Source: an optimization exercise on an open RTL-to-GDS flow (aim: small area). Production flows keep margins and buffers that such runs may drop. Only simulation tests tie the RTL to the original design; equivalence was not proved. Power figures rest on the tool's default switching activity, not on a simulated workload.

==> flow/design.v <==
module LCD_Driver(
    output SF_CE0,
    output LCD_RW,
    output LCD_RS,
    output [3:0] SF_D,
    output LCD_E,
    input clock,
    input reset
);
    localparam [10:0] Q_RST  = 11'd1318;
    localparam [10:0] Q_WRAP = 11'd0;
    localparam [10:0] M_RST  = 11'd107;
    reg [10:0] q;
    reg [10:0] m;
    wire bslot = (~m[10] & ~m[9] & ~m[8] & ~m[7] & ~m[6] & m[5]) | (~m[10] & ~m[9] & ~m[8] & ~m[7] & m[6] & ~m[5]) | (m[10] & ~m[9] & ~m[8] & ~m[7] & ~m[6] & ~m[5] & ~m[4] & m[3] & m[2]) | (m[10] & ~m[9] & ~m[8] & ~m[7] & ~m[6] & ~m[5] & ~m[4] & m[3] & m[1]) | (m[10] & ~m[9] & ~m[8] & ~m[7] & ~m[6] & ~m[5] & m[4] & ~m[3] & ~m[2] & ~m[1]);
    wire rn0 = (~m[6] & ~m[3] & ~m[2] & m[1]) | (m[6] & m[2] & ~m[1] & ~m[0]) | (~m[6] & m[4] & ~m[3] & ~m[1] & m[0]) | (~m[10] & m[3] & m[2] & ~m[1] & m[0]) | (m[5] & ~m[2] & m[1] & ~m[0]) | (~m[5] & ~m[3] & m[2] & m[1] & m[0]) | (m[4] & m[3] & m[2] & m[0]) | (m[6] & m[3] & m[2] & ~m[0]) | (~m[4] & ~m[3] & m[2] & m[1] & m[0]) | (m[6] & ~m[4] & m[3] & ~m[1] & m[0]) | (~m[4] & ~m[3] & m[2] & ~m[1] & ~m[0]) | (m[4] & ~m[3] & ~m[2] & ~m[1] & m[0]);
    wire rn1 = (m[6] & m[4] & ~m[0]) | (m[5] & ~m[4] & m[2] & ~m[0]) | (~m[3] & ~m[2] & m[1] & m[0]) | (m[4] & m[3] & ~m[1] & m[0]) | (~m[6] & ~m[4] & m[3] & ~m[2] & ~m[0]) | (m[6] & m[3] & m[1] & ~m[0]) | (m[4] & ~m[3] & m[1] & ~m[0]) | (~m[5] & m[3] & m[2] & ~m[1] & m[0]) | (~m[5] & ~m[4] & ~m[3] & m[1] & m[0]) | (m[5] & ~m[4] & m[3] & ~m[2] & ~m[1]) | (~m[10] & m[4] & ~m[3] & ~m[2] & ~m[0]) | (m[5] & ~m[4] & m[3] & m[2] & m[1]);
    wire rn2 = (m[5] & m[3] & ~m[0]) | (m[6] & ~m[3] & ~m[0]) | (m[6] & m[2] & m[1]) | (m[4] & m[2] & ~m[1]) | (m[6] & ~m[1] & ~m[0]) | (m[10] & m[2] & m[0]) | (~m[4] & ~m[3] & m[1] & ~m[0]) | (m[5] & ~m[4] & m[3] & m[1]) | (m[5] & m[4] & ~m[1] & m[0]) | (m[5] & ~m[4] & m[2] & ~m[0]) | (m[6] & ~m[4] & ~m[3] & m[1]);
    wire rn3 = (m[10] & m[1] & m[0]) | (~m[4] & ~m[3] & ~m[2] & ~m[1] & ~m[0]) | (m[5] & ~m[4] & m[3] & m[2] & m[1] & m[0]) | (m[5] & m[4] & ~m[3] & ~m[2] & ~m[1] & m[0]);
    wire rtxt = (~m[10] & m[1]) | (~m[10] & m[2]) | (~m[10] & m[4]) | (~m[10] & m[3]);
    wire rchg = (~m[4] & ~m[3] & ~m[2] & ~m[1] & m[0]) | (m[6] & m[4] & m[3] & m[0]) | (m[4] & m[3] & m[2] & m[1] & m[0]);
    wire mp1 = (~m[10] & m[9] & m[8] & ~m[7] & ~m[6] & m[5] & m[4] & m[3] & ~m[2] & m[1] & m[0]);
    wire mp2 = (m[10] & ~m[9] & ~m[8] & ~m[7] & ~m[6] & ~m[5] & ~m[4] & ~m[3] & ~m[2] & ~m[1] & m[0]);
    wire mp3 = (m[10] & ~m[9] & ~m[8] & ~m[7] & ~m[6] & ~m[5] & ~m[4] & ~m[3] & m[2] & m[1] & m[0]);
    wire mp4 = (m[10] & ~m[9] & ~m[8] & ~m[7] & ~m[6] & ~m[5] & ~m[4] & m[3] & ~m[2] & ~m[1] & m[0]);
    wire mdone = (~m[10] & ~m[9] & ~m[8] & ~m[7] & m[6] & ~m[5] & m[4] & m[3] & m[0]);
    wire mskip = (~m[9] & ~m[8] & ~m[7] & m[6] & ~m[5] & m[4] & m[3] & ~m[2] & m[1] & m[0]);
    wire mmid = (~m[10] & m[9] & m[8] & m[7]) | (~m[10] & m[9] & m[8] & m[6]) | (m[10] & ~m[9] & ~m[8] & ~m[7] & ~m[6] & ~m[5] & ~m[4] & ~m[3]) | (~m[10] & m[9] & m[8] & m[5] & m[4] & m[3] & m[2]) | (m[10] & ~m[9] & ~m[8] & ~m[7] & ~m[6] & ~m[5] & ~m[4] & ~m[2] & ~m[1] & ~m[0]);
    wire q_endu = q[0] & q[1] & q[6];    
    wire q_endl = q[1] & q[5] & q[6] & q[7] & q[8] & q[9] & q[10];    
    wire q_skip = q[2] & q[5] & q[6] & q[8] & q[9];
    wire q_done = q[0] & q[5] & q[6] & q[7] & q[8] & q[9] & q[10];
    wire q_end1 = q[2] & q[5] & q[7] & q[8];
    wire q_end2 = q[2] & q[8] & q[9];
    wire q_end3 = q[1] & q[3] & q[4] & q[7] & q[8] & q[9] & q[10];
    wire q_rs = (q[10] & q[9] & q[8] & q[7] & q[6] & q[5] & q[0]) | (q[10] & q[9] & q[8] & q[7] & q[6] & q[5] & q[1]);    
    wire ew = (~q[10] & ~q[9] & ~q[8] & ~q[7] & ~q[6] & ~q[5] & ~q[4] & ~q[3] & q[1]) | (~q[10] & ~q[9] & ~q[8] & ~q[7] & ~q[6] & ~q[5] & ~q[4] & q[2] & ~q[1]) | (~q[10] & ~q[9] & ~q[8] & ~q[7] & ~q[6] & ~q[5] & ~q[4] & q[3] & ~q[2]) | (~q[10] & ~q[9] & ~q[8] & ~q[7] & ~q[6] & ~q[5] & ~q[4] & q[1] & ~q[0]);
    wire lt2 = (~q[10] & ~q[9] & ~q[8] & ~q[7] & ~q[6] & ~q[5] & ~q[4] & ~q[3] & ~q[2] & ~q[1]);
    wire lt2016 = (~q[6]) | (~q[5]) | (~q[7]) | (~q[8]) | (~q[10]) | (~q[9]);
    wire done = mdone & q_done;
    wire wrap = (m[0] ? (q_endl | (mskip & q_skip) | (mp1 & q_end1) | (mp2 & q_end2) | (mp3 & q_end3)) : q_endu) & ~done;
    wire [11:0] qc;
    wire [11:0] mc;
    assign qc[0] = ~done;
    assign mc[0] = wrap;
    genvar i;
    generate for (i = 0; i < 11; i = i + 1) begin : gq
        assign qc[i+1] = qc[i] & q[i];
        always @(posedge clock)
            q[i] <= reset ? Q_RST[i] : (wrap ? Q_WRAP[i] : (q[i] ^ qc[i]));
    end endgenerate
    generate for (i = 0; i < 11; i = i + 1) begin : gm
        assign mc[i+1] = mc[i] & m[i];
        always @(posedge clock)
            m[i] <= reset ? M_RST[i] : (m[i] ^ mc[i]);
    end endgenerate
    wire mpw = mp1 | mp2 | mp3 | mp4;
    wire d3  = (mp1 & ~lt2) | mmid | (mp4 & lt2);
    wire di1 = d3 | (mp4 & ~lt2 & lt2016);
    wire di0 = d3;
    assign SF_CE0 = 1'b1;
    assign LCD_RW = 1'b0;
    assign LCD_E  = (bslot | mpw) & ew;
    assign SF_D   = bslot ? ((m[0] & q_endl) ? 4'd0 : {rn3, rn2, rn1 & ~done, rn0}) : {2'b00, di1, di0};
    assign LCD_RS = bslot & (rtxt ^ (m[0] & q_rs & rchg));
endmodule
==> flow/flow/run.sh <==
#!/bin/bash
# Own layout flow: the standard ORFS flow, with two changes.
# 1. Synthesis: the standard synthesis script (synth_recipe.tcl -> ORFS synth.tcl) run against
#    a copy of ORFS's scripts in which the combinational mapping uses an area-oriented ABC
#    script and Yosys does not pre-extract half/full adders. Registers, their names and their
#    cell types are made exactly as in the standard synthesis (dfflibmap runs before ABC).
# 2. Layout: port buffers use buf_1, and CTS uses small clock buffers without dummy loads.
# Every tool's output goes to a log file in this folder.
set -euo pipefail
W=$(pwd)
cp -r "$FLOW_HOME/scripts" "$W/myscripts"
cp "$W/flow/abc_area_deep.script" "$W/myscripts/abc_speed.script"
python3 - "$W/myscripts/synth.tcl" <<'PY'
import sys
p = sys.argv[1]
s = open(p).read()
old = "if {\n  [env_var_exists_and_non_empty ADDER_MAP_FILE] &&"
assert old in s
s = s.replace(old, "if { 0 &&\n  [env_var_exists_and_non_empty ADDER_MAP_FILE] &&")
open(p, "w").write(s)
PY
bash standard.sh SCRIPTS_DIR="$W/myscripts" synth > "$W/log_synth.txt" 2>&1
export BUFFER_PORTS_ARGS="-buffer_cell sky130_fd_sc_hd__buf_1"
export CTS_ARGS="-sink_clustering_enable -repair_clock_nets -dont_use_dummy_load -buf_list {sky130_fd_sc_hd__clkbuf_8} -root_buf sky130_fd_sc_hd__clkbuf_8"
bash standard.sh finish > "$W/log_layout.txt" 2>&1
==> flow/flow/abc_area_deep.script <==
&get -n
&st
&deepsyn -T 120
&dch -f
&nf -R 1000 -p
&put
topo
dnsize -c
==> flow/standard.sh <==
#!/bin/bash
# synth_recipe.tcl (not shown) runs the flow's synth.tcl, then flattens the netlist and writes it again
# the make line also repeats each setting of config.mk as NAME=value (left out here)
make -C /OpenROAD-flow-scripts/flow DESIGN_CONFIG=/design/flow/config.mk WORK_HOME=/design/flow/orfs CLKGATE_MAP_FILE= SYNTH_SCRIPT=/design/flow/synth_recipe.tcl "${@:-finish}"
==> flow/config.mk <==
export PLATFORM = sky130hd
export DESIGN_NAME = LCD_Driver
export DESIGN_NICKNAME = LCD_Driver
export VERILOG_FILES = /design/flow/design.v
export SDC_FILE = /design/flow/constraint.sdc
export NUM_CORES = 4
export LEC_CHECK = 0
export CAP_MARGIN = 20
export CORE_MARGIN = 2
export CORE_UTILIZATION = 40
export SLEW_MARGIN = 20
==> flow/constraint.sdc <==
create_clock -name core_clock -period 20.0 [get_ports {clock}]
set_input_delay 4.0000 -clock core_clock [delete_from_list [all_inputs] [get_ports {clock}]]
set_output_delay 4.0000 -clock core_clock [all_outputs]
set_load 0.01 [all_outputs]
==> results of run 1 <==
==> worst register-to-register path, stage by stage, from the launching register on <==
cell       delay, ns
dfxtp_1         0.63
nand2_1         0.24
or4b_1          0.61
o21ai_0         0.20
o2111ai_1       0.13
a31oi_1         0.21
and2_0          0.33
nand2_1         0.12
nor3_1          0.39
and3_1          0.28
nor2b_1         0.23
xnor2_1         0.14
nor2_1          0.05
==> power by group through the flow <==
| stage | clock network, mW | registers, mW | logic, mW |
|---|---|---|---|
| floorplan | 0 | 0.0500 | 0.00895 |
| global placement | 0 | 0.0511 | 0.0105 |
| detailed placement | 0 | 0.0512 | 0.0105 |
| CTS | 0.0275 | 0.0502 | 0.0106 |
| global route | 0.0296 | 0.0509 | 0.0121 |
| finish | 0.0265 | 0.0503 | 0.0106 |
==> routing by layer <==
metal,vias to the layer above,share of wire,global-route usage
met3,4,0.059,0.04412
met4,0,0.0074,0.04559
li1,709,-,-
met1,618,0.47,0.2681
met2,49,0.46,0.3188
met5,-,0,0
==> synth_stat cells, drive strengths merged (2+ instances only) <==
master	n	area share
dfxtp	22	0.33
nor2b	3	0.014
nand2	26	0.074
nand3	9	0.034
or3	2	0.0095
clkinv	5	0.014
and3	5	0.024
a211oi	2	0.011
o31ai	2	0.011
a21oi	20	0.076
buf	2	0.011
o22ai	2	0.0095
nor2	25	0.071
a21boi	2	0.011
o21a	2	0.011
xnor2	4	0.026
o21ai	16	0.061
and2	4	0.019
nand4	4	0.019
a31oi	2	0.0095
nor3	18	0.068
nor4	3	0.014
conb	2	0.0057
==> worst max-delay path by stage <==
stage / from / end / cells past startpoint
after floorplan: q[8] / LCD_E / 9
after global placement: q[8] / LCD_E / 10
after detailed placement: q[8] / LCD_E / 10
after CTS: q[8] / LCD_E / 10
after global routing: q[8] / LCD_E / 10
final: q[8] / LCD_E / 10
==> logic make-up (layout without fill, tap and decap cells) <==
kind of cell              count (synthesis)  count (layout)  synth area share
AOI/OAI and AO/OA                        51              51            0.2204
xor gates and xnor gates                  5               5           0.03311
buffers and inverters                     7              15           0.02554
DFF                                      22              22            0.3330
other                                     2               2          0.005679
and+or+nand+nor                         105             105            0.3822
==> layout by cell type, fill, tap and decap left out, drive strengths merged, types with 2 or more instances in the layout <==
| master | Yosys | layout |
|---|---|---|
| nand3 | 9 | 9 |
| xnor2 | 4 | 4 |
| nor4 | 3 | 3 |
| clkbuf | 0 | 3 |
| nand4 | 4 | 4 |
| conb | 2 | 2 |
| a31oi | 2 | 2 |
| o22ai | 2 | 2 |
| nor2 | 25 | 25 |
| nand2 | 26 | 26 |
| nor3 | 18 | 18 |
| a21oi | 20 | 20 |
| or3 | 2 | 2 |
| clkinv | 5 | 5 |
| a211oi | 2 | 2 |
| a21boi | 2 | 2 |
| o21a | 2 | 2 |
| buf | 2 | 7 |
| dfxtp | 22 | 22 |
| o21ai | 16 | 16 |
| o31ai | 2 | 2 |
| and3 | 5 | 5 |
| nor2b | 3 | 3 |
| and2 | 4 | 4 |
==> stage by stage <==
stage               utilization  cells  worst slack [ns]  hold WS [ns]
floorplan                     -    192             13.90        0.4592
global placement         0.4476    241             13.61        0.4865
detailed placement       0.4476    241             13.59        0.4964
CTS                      0.4609    244             13.26        0.5141
global route             0.4609    244             13.04        0.5353
finish                   0.4609    244             13.28        0.5134
==> flip-flops by register name, summed over array words and instances (netlist names) <==
signal,cells
m,11
q,11
==> area by class of cell <==
cell class | instances | area, µm² | share of cell area
timing repair buffer | 7 | 26.28 | 0.01837
inverter | 5 | 18.77 | 0.01312
tap | 44 | 55.05 | 0.03850
sequential | 22 | 440.4 | 0.3080
clock buffer | 3 | 41.29 | 0.02887
multi-input combinational | 163 | 848.3 | 0.5932
==> impl_metrics.csv, run 1 <==
group,metric,value,unit
status,status,"finished clean",
power,seqPwrFrac,0.575,
critical_path,crit_path_max_incr_delay,0.43,ns
timing,rsz0062_at_grt,"no",
hold_path,hold_path_depth,2,
critical_path,endpoint_kind,"output pin",
clock_network,clk_latency,0.26,ns
hold_path,hold_class,"flip-flop to flip-flop",
critical_path,ff2ff_setup_slack,16.35,ns
power,power.total,0.08739,mW
die,die_h,61.50,µm
detailed_routing,viasPerCell,5.656,
critical_path,critPathMaxFanout,7,
critical_path,critPathLaunchType,"flip-flop",
finish,drive_gt1_frac,0.01500,
clock_network,htree_levels,1,
power,comb_power_share,0.122,
timing,finalSetupViolations,0,
power,swShare,0.2699,
critical_path,worstPathArrival,2.72,ns
clock_network,cts_buffers,3,
yosys,ys_ff_latch,22,
critical_path,path_buf_inv,2,
critical_path,worstPathRequired,16.00,ns
detailed_routing,drc,0,
clock_network,cts_setup_buffers,0,
power,power_leakage,0.4952,nW
die,die_w,61.50,µm
detailed_routing,vias,1380,
die,core_area,0.003103,mm²
placed_design,dp_hpwl,2.442,mm
yosys,syn_inst,192,
detailed_routing,wl,3.226,mm
critical_path,r2r_cells,12,
yosys,yosysWarnings,1,
global_routing,grt_pass1_wl,5.616,mm
global_routing,track_usage,0.1972,
run,drv_cap,0,
timing,finClkSkew,0.006289,ns
detailed_routing,dr.pass1.iters,5,
global_routing,grt_pass1_vias,1234,
yosys,syn_nets,194,
die,die-area,0.003782,mm²
hold_path,hp-start,"m[9]",
placed_design,placed_cell_area,0.001389,mm²
critical_path,crit_family,"simple AND/OR/NAND/NOR gates",
detailed_routing,ant_nets,0,
finish,final_area,0.001430,mm²
clock_network,hold_buffers,0,
yosys,synth_edf_count,0,
clock_network,cts_tree,"done",
power,p_clk_frac,0.303,
finish,syn_to_final_growth,8.136,%
global_routing,overflow,0,
timing,period_needed,6.725,ns
timing,hold_viol_final,0,
finish,fillers,340,
yosys,ys.flop_type,"dfxtp_1",
yosys,async_flop_share,0,
power,ir_drop,0.02718,mV
detailed_routing,avgRoutedWirePerCell,13.22,µm
critical_path,slowest_stage,"dfxtp_1",
global_routing,grt_max_degree,16,
clock_network,cts.sinks,22,
power,p_sw,0.02358,mW
yosys,synth_area,0.001323,mm²
clock_network,clock-root-buffer,"clkbuf_8",
die,ioPinCount,10,
critical_path,crit_path_frequent_cell,"nand3_1",
critical_path,crit_chain,"nand4_1 -> nor2_1 -> nand3_1 -> or3_1 -> or2_0 -> nand3_1 -> clkinv_1 -> and3_1 -> nor3_1 -> buf_1",
die,rows,20,
yosys,ys_seq_area_frac,0.3330,
timing,slew_violations,0,
critical_path,path_class,"flip-flop to output pin",
clock_network,ctsResizeCount,0,
timing,period_share,0.3362,
die,start_util,0.4262,
placed_design,io_buffers,7,
critical_path,reg2reg_from,"m[4]",
hold_path,min_to,"m[9]",
power,internal_power,0.06381,mW
power,power_density,61.11,mW/mm²
yosys,syn_area_per_cell,6.888,µm²
clock_network,clk_pin_slew_worst_paths,0.08,ns
clock_network,clk_path_buf_depth,2,
finish,num-nets-final,204,
timing,fmax,0.1487,GHz
yosys,ys_types,33,
timing,setup_tns,0,ns
critical_path,r2r-end,"m[10]",
finish,diodes,0,
placed_design,routabilityCongestion,0.9291,
global_routing,grt_antenna_before_repair,0,
detailed_routing,drt_iter0_markers,204,
==> run 2: changes to the inputs <==
--- a/flow/flow/run.sh
+++ b/flow/flow/run.sh
@@ -21,5 +21,5 @@
 PY
 bash standard.sh SCRIPTS_DIR="$W/myscripts" synth > "$W/log_synth.txt" 2>&1
 export BUFFER_PORTS_ARGS="-buffer_cell sky130_fd_sc_hd__buf_1"
-export CTS_ARGS="-sink_clustering_enable -repair_clock_nets -dont_use_dummy_load -buf_list {sky130_fd_sc_hd__clkbuf_8} -root_buf sky130_fd_sc_hd__clkbuf_8"
+export CTS_ARGS="-sink_clustering_enable -sink_clustering_size 8 -repair_clock_nets -dont_use_dummy_load -buf_list {sky130_fd_sc_hd__clkbuf_4} -root_buf sky130_fd_sc_hd__clkbuf_4"
 bash standard.sh finish > "$W/log_layout.txt" 2>&1
==> impl_metrics.csv, run 2 <==
group,metric,value,unit
finish,drive_gt1_frac,0.01500,
detailed_routing,dr.pass1.iters,4,
finish,reg_top3,"m x11, q x11",
timing,slew_violations,0,
clock_network,cts.sinks,22,
timing,rsz0062_at_grt,"no",
yosys,syn_inst,192,
yosys,ys_ff_latch,22,
status,status,"finished clean",
timing,period_needed,6.794,ns
clock_network,cts_buffers,3,
critical_path,worstPathArrival,2.79,ns
yosys,ys_types,33,
detailed_routing,avgRoutedWirePerCell,13.28,µm
finish,final_area,0.001411,mm²
placed_design,io_buffers,7,
die,ioPinCount,10,
run,drv_cap,0,
die,rows,20,
yosys,synthSimpleGateAreaFrac,0.3822,
clock_network,htree_levels,1,
die,start_util,0.4262,
critical_path,ff2ff_setup_slack,16.34,ns
finish,diodes,0,
clock_network,clk_latency,0.30,ns
global_routing,grt_pass1_wl,5.609,mm
critical_path,crit_path_max_incr_delay,0.45,ns
placed_design,place_ws,13.59,ns
finish,layout_commonest_cell,"nand2_1",
power,power_density,57.15,mW/mm²
yosys,ys_seq_area_frac,0.3330,
detailed_routing,ant_nets,0,
timing,period_share,0.3397,
placed_design,place_inst,241,
die,core_area,0.003103,mm²
detailed_routing,vias,1376,
clock_network,cts_tree,"done",
clock_network,hold_buffers,0,
clock_network,clk_path_buf_depth,2,
critical_path,endpoint_kind,"output pin",
finish,multi_input_area,848.3,µm²
timing,finClkSkew,0.009114,ns
timing,hold_viol_final,0,
yosys,synth_compound_area_frac,0.2204,
critical_path,slowest_stage,"dfxtp_1",
critical_path,crit_path_frequent_cell,"nand3_1",
global_routing,grt_max_degree,16,
timing,finalSetupViolations,0,
yosys,yosysWarnings,1,
critical_path,worstPathRequired,16.00,ns
yosys,synth_area,0.001323,mm²
global_routing,grt_pass1_vias,1236,
critical_path,crit_family,"simple AND/OR/NAND/NOR gates",
die,die_w,61.50,µm
power,ir_drop,0.02681,mV
critical_path,path_buf_inv,2,
critical_path,path_class,"flip-flop to output pin",
finish,fin_cells,244,
finish,ff_latch_area,440.4,µm²
placed_design,dp_hpwl,2.442,mm
power,power_leakage,0.4874,nW
placed_design,routabilityCongestion,0.9291,
yosys,async_flop_share,0,
yosys,synthTopCellsByCount,"26 x nand2_1, 25 x nor2_1, 22 x dfxtp_1, 20 x a21oi_1, 18 x nor3_1",
yosys,synth.area.mux_share,0,
yosys,yosysMostFrequentCell,"nand2_1",
yosys,synth_xor_xnor_area_share,0.03311,
die,die_h,61.50,µm
timing,setup_tns,0,ns
finish,num-nets-final,204,
hold_path,hold_class,"flip-flop to flip-flop",
detailed_routing,drt_iter0_markers,191,
die,die-area,0.003782,mm²
detailed_routing,drc,0,
clock_network,cts_setup_buffers,0,
critical_path,crit_chain,"nand4_1 -> nor2_1 -> nand3_1 -> or3_1 -> or2_0 -> nand3_1 -> clkinv_1 -> and3_1 -> nor3_1 -> buf_1",
clock_network,clock-root-buffer,"clkbuf_4",
yosys,synthTopCellsByArea,"dfxtp_1 33%, a21oi_1 7.6%, nand2_1 7.4%, nor2_1 7.1%, nor3_1 6.8%",
detailed_routing,wl,3.240,mm
timing,setup_ws,13.21,ns
clock_network,ctsResizeCount,0,
placed_design,placed_cell_area,0.001389,mm²
finish,fillers,339,
yosys,synth_top_family_by_area,"simple AND/OR/NAND/NOR gates",
critical_path,critPathLaunchType,"flip-flop",
yosys,syn_nets,194,
global_routing,track_usage,0.1951,
detailed_routing,viasPerCell,5.639,
yosys,synth_edf_count,0,
finish,syn_to_final_growth,6.717,%
global_routing,grt_antenna_before_repair,0,
finish,layout_common_cells,"26 x nand2_1, 25 x nor2_1, 22 x dfxtp_1",
timing,fmax,0.1472,GHz
clock_network,clk_pin_slew_worst_paths,0.12,ns
yosys,syn_area_per_cell,6.888,µm²
yosys,synth_top_area_share,0.3330,
critical_path,critPathMaxFanout,7,
global_routing,overflow,0,
yosys,yosys.area.top_type,"dfxtp_1",
yosys,synth_fa_ha_area_frac,0,
yosys,ys.flop_type,"dfxtp_1",
## run 2: cell counts after synthesis
No cell type changed its count.
## run 2: power by group
group / switching, mW / internal [mW] / leakage [nW] / total, mW
sequential: 0.00422 / 0.0461 / 0.179 / 0.0503
clock: 0.0127 / 0.00703 / 0.0138 / 0.0197
combinational: 0.00634 / 0.00430 / 0.295 / 0.0106
total: 0.0232 / 0.0574 / 0.487 / 0.0807
## run 2: routing by layer
layer	wire, µm	up-vias	global-route usage
li1	-	708	-
met1	1581	623	0.2694
met2	1473	41	0.3188
met3	165	4	0.04412
met4	19	0	0.02736
met5	0	-	0
## run 2: stage by stage
stage	util	power (mW)	hold WS, ns
final	0.4548	0.08066	0.5199
after global routing	0.4548	0.08531	0.5452
after CTS	0.4548	0.08108	0.5206
after detailed placement	0.4476	0.06175	0.4964
after global placement	0.4476	0.06159	0.4865
after floorplan	-	0.05893	0.4592
## run 2: layout make-up
cell class | count | area share
Multi-Input combinational cell | 163 | 0.6011
Tap cell | 44 | 0.03901
Timing Repair Buffer | 7 | 0.01862
Clock buffer | 3 | 0.01596
Sequential cell | 22 | 0.3121
Inverter | 5 | 0.01330
## run 2: final timing paths
path,startpoint,end,depth (start not counted)
max,q[8],LCD_E,10
min,m[9],m[9],2
max reg2reg,m[4],m[10],12
min reg2reg,m[9],m[9],2
## run 2: kinds of logic after synthesis
family                    Yosys count
and+or+nand+nor                   105
AOI/OAI and AO/OA                  51
DFF                                22
buffers and inverters               7
xor gates and xnor gates            5
other                               2
## run 2: worst register-to-register path: stages (launching register included)
cell and delay [ns]:
dfxtp_1 0.64, nand2_1 0.23, or4b_1 0.60, o21ai_0 0.20, o2111ai_1 0.13, a31oi_1 0.21, and2_0 0.34, nand2_1 0.12
nor3_1 0.39, and3_1 0.27, nor2b_1 0.23, xnor2_1 0.14, nor2_1 0.05

what the ideal ports hide:
In the flow no input, the clock included, has a driving cell. The finished layouts below were timed again as built, in two steps.
Step 1 assumes that a clkbuf_16 drives the clock port and a buf_2 every other input.
Step 2 adds t to the input delays and takes it off the output delays; t is the mean of the earliest and latest rising clock arrival at the registers after step 1. Input paths then give back, and output paths get back, about the clock's delay inside the block.
Slacks: ideal / step 1 / step 2; pairs: ideal / step 1.
run | t (ns) | slack for setup (ns) | worst hold slack (ns) | worst setup path at the end
run 1 | 0.279 | 13.275 / 13.250 / 13.530 | 0.513 / 0.513 / 0.513 | register to output
run 2 | 0.320 | 13.206 / 13.186 / 13.506 | 0.520 / 0.520 / 0.520 | register to output
After both steps every run listed still meets setup and hold.
